Background: an optimization exercise with open tools, aiming at small area and a short achievable clock period. Do not read the settings as production practice.
At most, simulation tests tie the RTL to the original design; equivalence was not proved.
Only the layout flow was run in run 1; the RTL was not checked for function there.

==> flow/design.v, too long to show whole: its modules and the start of the top module <==
// module IDP_encoder_42: 1476 lines
module IDP_encoder_42(
  input wire [28:0] datain,
  input wire clock,
  output reg [41:0] codeout
);
  // ...
==> flow/flow/run.sh <==
#!/bin/bash
set -euo pipefail
W=$(pwd)
rm -rf "$W/scripts_mod"
cp -r "$FLOW_HOME/scripts" "$W/scripts_mod"
cp "$W/flow/abc_area.script" "$W/scripts_mod/abc_area.script"
EXTRA=()
if [[ -f "$W/flow/make_args" ]]; then mapfile -t EXTRA < "$W/flow/make_args"; fi
bash "$W/standard.sh" SCRIPTS_DIR="$W/scripts_mod" "${EXTRA[@]}" finish > "$W/orfs_make.log" 2>&1 || { tail -50 "$W/orfs_make.log"; exit 1; }
tail -5 "$W/orfs_make.log"
==> flow/flow/abc_area.script <==
strash
dc2
dch -f
map -D 24000
topo
buffer -c
upsize -c -D 24000
dnsize -c -D 24000
==> flow/flow/make_args <==
BUFFER_PORTS_ARGS=-buffer_cell sky130_fd_sc_hd__buf_2
==> flow/standard.sh <==
#!/bin/bash
# synth_recipe.tcl (not shown) runs the flow's synth.tcl, then flattens the netlist and writes it again
# the make line also repeats each setting of config.mk as NAME=value (left out here)
make -C /OpenROAD-flow-scripts/flow DESIGN_CONFIG=/design/flow/config.mk WORK_HOME=/design/flow/orfs CLKGATE_MAP_FILE= SYNTH_SCRIPT=/design/flow/synth_recipe.tcl "${@:-finish}"
==> flow/config.mk <==
export PLATFORM = sky130hd
export DESIGN_NAME = IDP_encoder_42
export DESIGN_NICKNAME = IDP_encoder_42
export VERILOG_FILES = /design/flow/design.v
export SDC_FILE = /design/flow/constraint.sdc
export NUM_CORES = 4
export LEC_CHECK = 0
export ABC_AREA = 1
export CAP_MARGIN = 20
export CORE_MARGIN = 2
export CORE_UTILIZATION = 45
export CTS_CLUSTER_DIAMETER = 60
export CTS_CLUSTER_SIZE = 10
export SLEW_MARGIN = 20
==> flow/constraint.sdc <==
create_clock -name core_clock -period 70.0 [get_ports {clock}]
set_input_delay 14.0000 -clock core_clock [delete_from_list [all_inputs] [get_ports {clock}]]
set_output_delay 14.0000 -clock core_clock [all_outputs]
set_load 0.01 [all_outputs]
==> metrics.log, run 1 <==
INFO  metric cp_data_required_time = approximately 70000 ps
INFO  metric dp_worst_setup_slack = between 20000 and 25000 ps
INFO  metric cts_max_level = 2
INFO  metric floorplan.die_area = approximately 23000 um^2
INFO  metric number_of_antenna_violations_at_the_first_check_in_global_routing = 0
INFO  metric gp_congestion = between 0.9 and 1
INFO  metric netlist_top_cells_area = sky130_fd_sc_hd__xor2_1 (14%), sky130_fd_sc_hd__nand2_1 (13%), sky130_fd_sc_hd__nor2_1 (12%), sky130_fd_sc_hd__inv_1 (12%), sky130_fd_sc_hd__dfxtp_1 (8.4%)
INFO  metric clock-sinks = 42
INFO  metric cts_post_setup_buffers_inserted = 0
INFO  metric drv.max_cap_violation_count = 0
INFO  metric floorplan.die.width = 153 um
INFO  metric synth_flop_cell = sky130_fd_sc_hd__dfxtp_1
INFO  metric synthAdderAreaFrac = under 10%
INFO  metric min_period_over_period = around two thirds
INFO  metric clk_path_buf_depth = 2
INFO  metric tritoncts.num_buffers = 5
INFO  metric regArea = roughly 840 um^2
INFO  metric cpMaxStageDelayCell = sky130_fd_sc_hd__nor2_1
INFO  metric stdcell_count = 2178
INFO  metric dr_wl_met3 = approximately 1600 um
INFO  metric grt_setup_unrepaired = false
INFO  metric global_route.usage.total = between 20% and 30%
INFO  metric status = finished clean
INFO  metric final_max_slew_viol_count = 0
INFO  metric setup_viol = 0
INFO  metric post_route_ant_nets = 0
==> inputs of run 2 (changes only) <==
--- a/flow/design.v
+++ b/flow/design.v
@@ -1466,11 +1466,10 @@
   wire w1__t2_b1461 = ~w4__v1455;
   wire w1__r1462 = ~w4__c1456 & w1__t2_b1461;
   wire w1__r1463 = ~w4__c1456 & ~w1__t2_b1461;
   wire w1__r1464 = w4__c1456 & w1__a1_b1460;
   wire w1__r1465 = w4__c1456 & ~w1__a1_b1460;
   wire w1__s1466 = w1__r1463 | w1__r1465;
   wire w1__v1467 = w4__v1454 ^ (w1__s1466);
   wire w1__c1468 = w1__r1463 | w1__r1465;
-  wire [41:0] code_w = {t_c267, t_c266, t_c265, t_c264, w37__c434, w37__c433, w37__c432, w34__c589, w34__c588, w34__c587, w31__c733, w31__c732, w31__c731, w28__c865, w28__c864, w28__c863, w25__c983, w25__c982, w25__c981, w22__c1089, w22__c1088, w22__c1087, w19__c1185, w19__c1184, w19__c1183, w16__c1268, w16__c1267, w16__c1266, w13__c1333, w13__c1332, w13__c1331, w10__c1386, w10__c1385, w10__c1384, w7__c1428, w7__c1427, w7__c1426, w4__c1458, w4__c1457, w4__c1456, w1__c1468, w1__v1467};
-  always @(posedge clock) codeout <= code_w;
+  always @(posedge clock) codeout <= {t_c267, t_c266, t_c265, t_c264, w37__c434, w37__c433, w37__c432, w34__c589, w34__c588, w34__c587, w31__c733, w31__c732, w31__c731, w28__c865, w28__c864, w28__c863, w25__c983, w25__c982, w25__c981, w22__c1089, w22__c1088, w22__c1087, w19__c1185, w19__c1184, w19__c1183, w16__c1268, w16__c1267, w16__c1266, w13__c1333, w13__c1332, w13__c1331, w10__c1386, w10__c1385, w10__c1384, w7__c1428, w7__c1427, w7__c1426, w4__c1458, w4__c1457, w4__c1456, w1__c1468, w1__v1467};
 endmodule
==> flow/flow/abc_area.script (replaced) <==
strash
dc2
dch -f
map -D 24000
strash
dch -f
map -D 24000
topo
buffer -c
upsize -c -D 24000
dnsize -c -D 24000
==> flow/flow/make_args (replaced) <==
BUFFER_PORTS_ARGS=-buffer_cell sky130_fd_sc_hd__buf_1
==> flow/config.mk (replaced) <==
export PLATFORM = sky130hd
export DESIGN_NAME = IDP_encoder_42
export DESIGN_NICKNAME = IDP_encoder_42
export VERILOG_FILES = /design/flow/design.v
export SDC_FILE = /design/flow/constraint.sdc
export NUM_CORES = 4
export LEC_CHECK = 0
export ABC_AREA = 1
export CAP_MARGIN = 20
export CORE_MARGIN = 2
export CORE_UTILIZATION = 45
export CTS_BUF_LIST = sky130_fd_sc_hd__clkbuf_8
export CTS_CLUSTER_DIAMETER = 150
export CTS_CLUSTER_SIZE = 40
export PLACE_DENSITY = 0.75
export SLEW_MARGIN = 20
==> run 2 against run 1 <==
Routed wire length down 4.3%. Final area down 1.8%. Worst hold slack better by 130 ps. Synthesized area is 1.2% lower. Flip-flop and latch count unchanged. Critical path depth up 7. Global-route usage shrank 1.0 points. Via count is 1.5% higher. First-iteration DRC count rose by 1.2%.
==> metrics.log, run 2 <==
INFO  metric cts_post_setup_buffers_inserted = 0 (unchanged)
INFO  metric place.port_buffers = 71 (unchanged)
INFO  metric synth_sequential_area_ratio = 8.54% (was 8.44%)
INFO  metric viasPerCell = 5.66 (was 5.60)
INFO  metric drt-wirelength-per-cell = 13.9 um (was 14.6 um)
INFO  metric critical_path.most_common_cell = sky130_fd_sc_hd__nand2_1 (was sky130_fd_sc_hd__nor2_1)
INFO  metric hold_viol_final = 0 (unchanged)
INFO  metric clock_tree.root_cell = sky130_fd_sc_hd__clkbuf_8 (was sky130_fd_sc_hd__clkbuf_16)
INFO  metric global_route.usage.total = 25.2% (was 26.3%)
INFO  metric clkSlewWorstSetupHoldPaths = 90 ps (was 70 ps)
INFO  metric cp-end-kind = flip-flop (unchanged)
INFO  metric layout-drive-gt1-share = 2.46% (was 6.64%)
INFO  metric max-slew-margin-rel = 42.5% (was 39.3%)
INFO  metric grt_pass1_wl = 50700 um (was 52500 um)
INFO  metric hp-class = in -> reg (unchanged)
INFO  metric timing_worst_setup_path_type = in -> reg (unchanged)
INFO  metric clk_path_buf_depth = 2 (unchanged)
INFO  metric synth_enable_flop_cells = 0 (unchanged)
INFO  metric worstPathBufferInverterCount = 33 (was 32)
INFO  metric floorplan.die_area = 23100 um^2 (was 23300 um^2)
INFO  metric stdcell_count = 2187 (was 2178)
INFO  metric cpMaxStageDelayCell = sky130_fd_sc_hd__nor2_1 (unchanged)
INFO  metric cp-start-kind = input pin (unchanged)
INFO  metric netlist_top_cells_area = sky130_fd_sc_hd__xor2_1 (14%), sky130_fd_sc_hd__nand2_1 (14%), sky130_fd_sc_hd__inv_1 (13%), sky130_fd_sc_hd__nor2_1 (12%), sky130_fd_sc_hd__dfxtp_1 (8.5%) (was sky130_fd_sc_hd__xor2_1 (14%), sky130_fd_sc_hd__nand2_1 (13%), sky130_fd_sc_hd__nor2_1 (12%), sky130_fd_sc_hd__inv_1 (12%), sky130_fd_sc_hd__dfxtp_1 (8.4%))
INFO  metric syn_inst = 1833 (unchanged)
INFO  metric critical_path.startpoint = datain[3] (was datain[1])
INFO  metric antenna_cells = 0 (unchanged)
INFO  metric synth.distinct_cells = 56 (was 61)
INFO  metric route.top_layer_used = met4 (unchanged)
INFO  metric dp.final_hpwl = 24600 um (was 26200 um)
INFO  metric initial_standard_cell_utilization_of_the_core = 45.5% (was 45.8%)
INFO  metric area.growth.synth_to_final = 7.26% (was 7.98%)
INFO  metric setup-tns-final = 0 ps (unchanged)
INFO  metric grt_max_degree = 18 (was 16)
INFO  metric regMostFlops = codeout (unchanged)
INFO  metric crit_path_max_incr_delay = 650 ps (was 760 ps)
INFO  metric post_synth.cell_area_avg = 5.37 um^2 (was 5.43 um^2)
INFO  metric number_of_antenna_violations_at_the_first_check_in_global_routing = 0 (unchanged)
INFO  metric route.met2.wl = 14200 um (was 15600 um)
INFO  metric gp_congestion = 0.973 (was 0.978)
INFO  metric combined_area_of_all_synthesized_cells = 9840 um^2 (was 9960 um^2)
INFO  metric max_slew.worst_pin.slew = 859 ps (was 907 ps)
INFO  metric largest_reg_flops = 42 (unchanged)
INFO  metric critPathCapture = codeout[0] (unchanged)
INFO  metric status = finished clean (unchanged)
INFO  metric grt_setup_unrepaired = false (unchanged)
INFO  metric cp_data_required_time = 70260 ps (was 70190 ps)
INFO  metric route.layer.met1.wl = 13400 um (was 13500 um)
INFO  metric clock-sinks = 42 (unchanged)
INFO  metric most_frequent_cell_after_synthesis = sky130_fd_sc_hd__nand2_1 (unchanged)
INFO  metric cts_max_level = 2 (unchanged)
INFO  metric die_h = 152 um (was 153 um)
INFO  metric drv.max_cap_violation_count = 0 (unchanged)
INFO  metric tritoncts.num_buffers = 5 (unchanged)
INFO  metric yosysTopAreaCellShare = 14.2% (was 14.1%)
INFO  metric ctsHoldBuffers = 0 (unchanged)
INFO  metric remaining_drc_errors = 0 (unchanged)
INFO  metric number_of_nets_at_the_end_of_the_flow = 1948 (was 1939)
INFO  metric grt_overflow = 0 (unchanged)
INFO  metric dr_total_vias = 12400 (was 12200)
INFO  metric critical_path_cell_count = 202 (was 195)
INFO  metric placeableCoreArea = 21600 um^2 (was 21800 um^2)
INFO  metric dpl.cell_count = 2179 (was 2170)
INFO  metric mappedNetlistNets = 1875 (unchanged)
INFO  metric tritoncts = done (unchanged)
INFO  metric synth_top_area_cell = sky130_fd_sc_hd__xor2_1 (unchanged)
INFO  metric post_cts_resized = 0 (unchanged)
INFO  metric final_max_slew_viol_count = 0 (unchanged)
INFO  metric timing.fmax = 22.5 MHz (was 22.0 MHz)
INFO  metric most_used_cells_in_the_layout_excluding_fill_and_tap_cells = sky130_fd_sc_hd__nand2_1 (359), sky130_fd_sc_hd__inv_1 (333), sky130_fd_sc_hd__nor2_1 (324) (was sky130_fd_sc_hd__nand2_1 (351), sky130_fd_sc_hd__nor2_1 (322), sky130_fd_sc_hd__inv_1 (320))
INFO  metric post_route_ant_nets = 0 (unchanged)
INFO  metric detailedRoute.firstPassIterationCount = 5 (was 6)
INFO  metric via_count_of_the_first_global_routing_pass = 11300 (was 11400)
INFO  metric rows = 54 (unchanged)
INFO  metric synth.yosys.warnings = 1 (unchanged)
INFO  metric worst_ep_arrival_time = 44720 ps (was 45660 ps)
INFO  metric critical-path-top-delay-family = simple AND/OR/NAND/NOR gates (unchanged)
INFO  metric critical_path_peak_fanout = 12 (unchanged)
INFO  metric async_flop_share = 0% (unchanged)
INFO  metric largest_regs = codeout: 42 flops (unchanged)
INFO  metric drt-initial-drc-count = 1005 (was 993)
INFO  metric min_period_over_period = 63.5% (was 64.9%)
INFO  metric io_pins = 72 (unchanged)
INFO  metric clock_period_minus_worst_slack = 44460 ps (was 45460 ps)
INFO  metric layout_commonest_cell = sky130_fd_sc_hd__nand2_1 (unchanged)
INFO  metric synth_commonest_cells = sky130_fd_sc_hd__nand2_1 (359), sky130_fd_sc_hd__inv_1 (333), sky130_fd_sc_hd__nor2_1 (324), sky130_fd_sc_hd__xor2_1 (160), sky130_fd_sc_hd__a21oi_1 (112) (was sky130_fd_sc_hd__nand2_1 (351), sky130_fd_sc_hd__nor2_1 (322), sky130_fd_sc_hd__inv_1 (320), sky130_fd_sc_hd__xor2_1 (160), sky130_fd_sc_hd__a21oi_1 (112))
INFO  metric dr_wl_met3 = 2060 um (was 1560 um)
INFO  metric setup_viol = 0 (unchanged)
INFO  metric floorplan.die.width = 152 um (was 153 um)
INFO  metric synth_flop_cell = sky130_fd_sc_hd__dfxtp_1 (unchanged)
INFO  metric totalWireLength = 30400 um (was 31800 um)
INFO  metric synth_seq_cells = 42 (unchanged)
run 2: worst min path at each step:
stage | to | cells past startpoint | startpoint | slack, ps
after floorplan | codeout[0] | 0 | codeout[0] | 14300
after global placement | codeout[15] | 1 | codeout[15] | 14390
after detailed placement | codeout[11] | 1 | codeout[11] | 14390
after CTS | codeout[40] | 5 | datain[26] | 14300
after global routing | codeout[40] | 5 | datain[26] | 14370
final | codeout[40] | 5 | datain[26] | 14320
run 2: cells by family after synthesis:
| kind of cell | count (synthesis) | share of synthesized area, % |
|---|---|---|
| AND/OR/NAND/NOR | 858 | 35.8 |
| XOR/XNOR | 167 | 14.9 |
| AO/OA/AOI/OAI | 398 | 25.7 |
| adder cells (fa/ha/maj) | 12 | 1.53 |
| flip-flops | 42 | 8.54 |
| buffers and inverters | 356 | 13.6 |
run 2: tightest hold or removal path: cells and delay by family:
family | cells | cell delay [ps]
buffers and inverters | 3 | 330
AO/OA/AOI/OAI | 1 | 190
AND/OR/NAND/NOR | 1 | 100
run 2: layout make-up:
cell class                      count  area (um^2)
Clock buffer                        5         68.8
Inverter                          348         1310
Sequential cell                    42          841
Tap cell                          280          350
Fill cell                        2341        11100
Clock inverter                      3         40.0
Multi-Input combinational cell   1435         7660
Timing Repair Buffer               74          289
run 2: through the flow:
step	worst slack [ps]	hold WS (ps)	util, %	cell area (um^2)
after floorplan	32380	14300	-	9840
after global placement	26570	14390	48.3	10500
after detailed placement	26380	14390	48.3	10500
after CTS	26520	14300	48.8	10600
after global routing	22040	14370	48.8	10600
final	25540	14320	48.8	10600
run 2: routing by layer:
| layer | vias to the layer above | global-route usage [%] |
|---|---|---|
| met5 | - | 0 |
| met4 | 0 | 8.28 |
| met3 | 78 | 3.11 |
| met1 | 5572 | 32.4 |
| li1 | 6180 | - |
| met2 | 542 | 43.8 |

[separate check: timing with driven ports]
The results above use ideal ports. As a check the final layouts listed here were re-extracted and re-timed, cells and wires unchanged. Step 1 sets driving cells, clkbuf_16 on the clock port and buf_2 on the other inputs (assumed; they add their load-dependent delay and slew). Step 2, shift: input delay + t, output delay - t, t = (earliest + latest rising clock arrival at the registers) / 2. This alone moves slack from input paths to output paths. Three values: ideal, step 1, step 2; two values: the first two.
run	t (ns)	setup slack, ns	latest minus earliest clock arrival (ns)
run 1	0.344	24.538 / 24.564 / 24.220	0.006 / 0.006
run 2	0.374	25.538 / 25.563 / 25.188	0.023 / 0.023
After both steps every run listed still meets setup and hold. For run 2, which loses most, drivers alone change the setup slack by +0.025 ns; drivers and shift together by -0.350 ns.
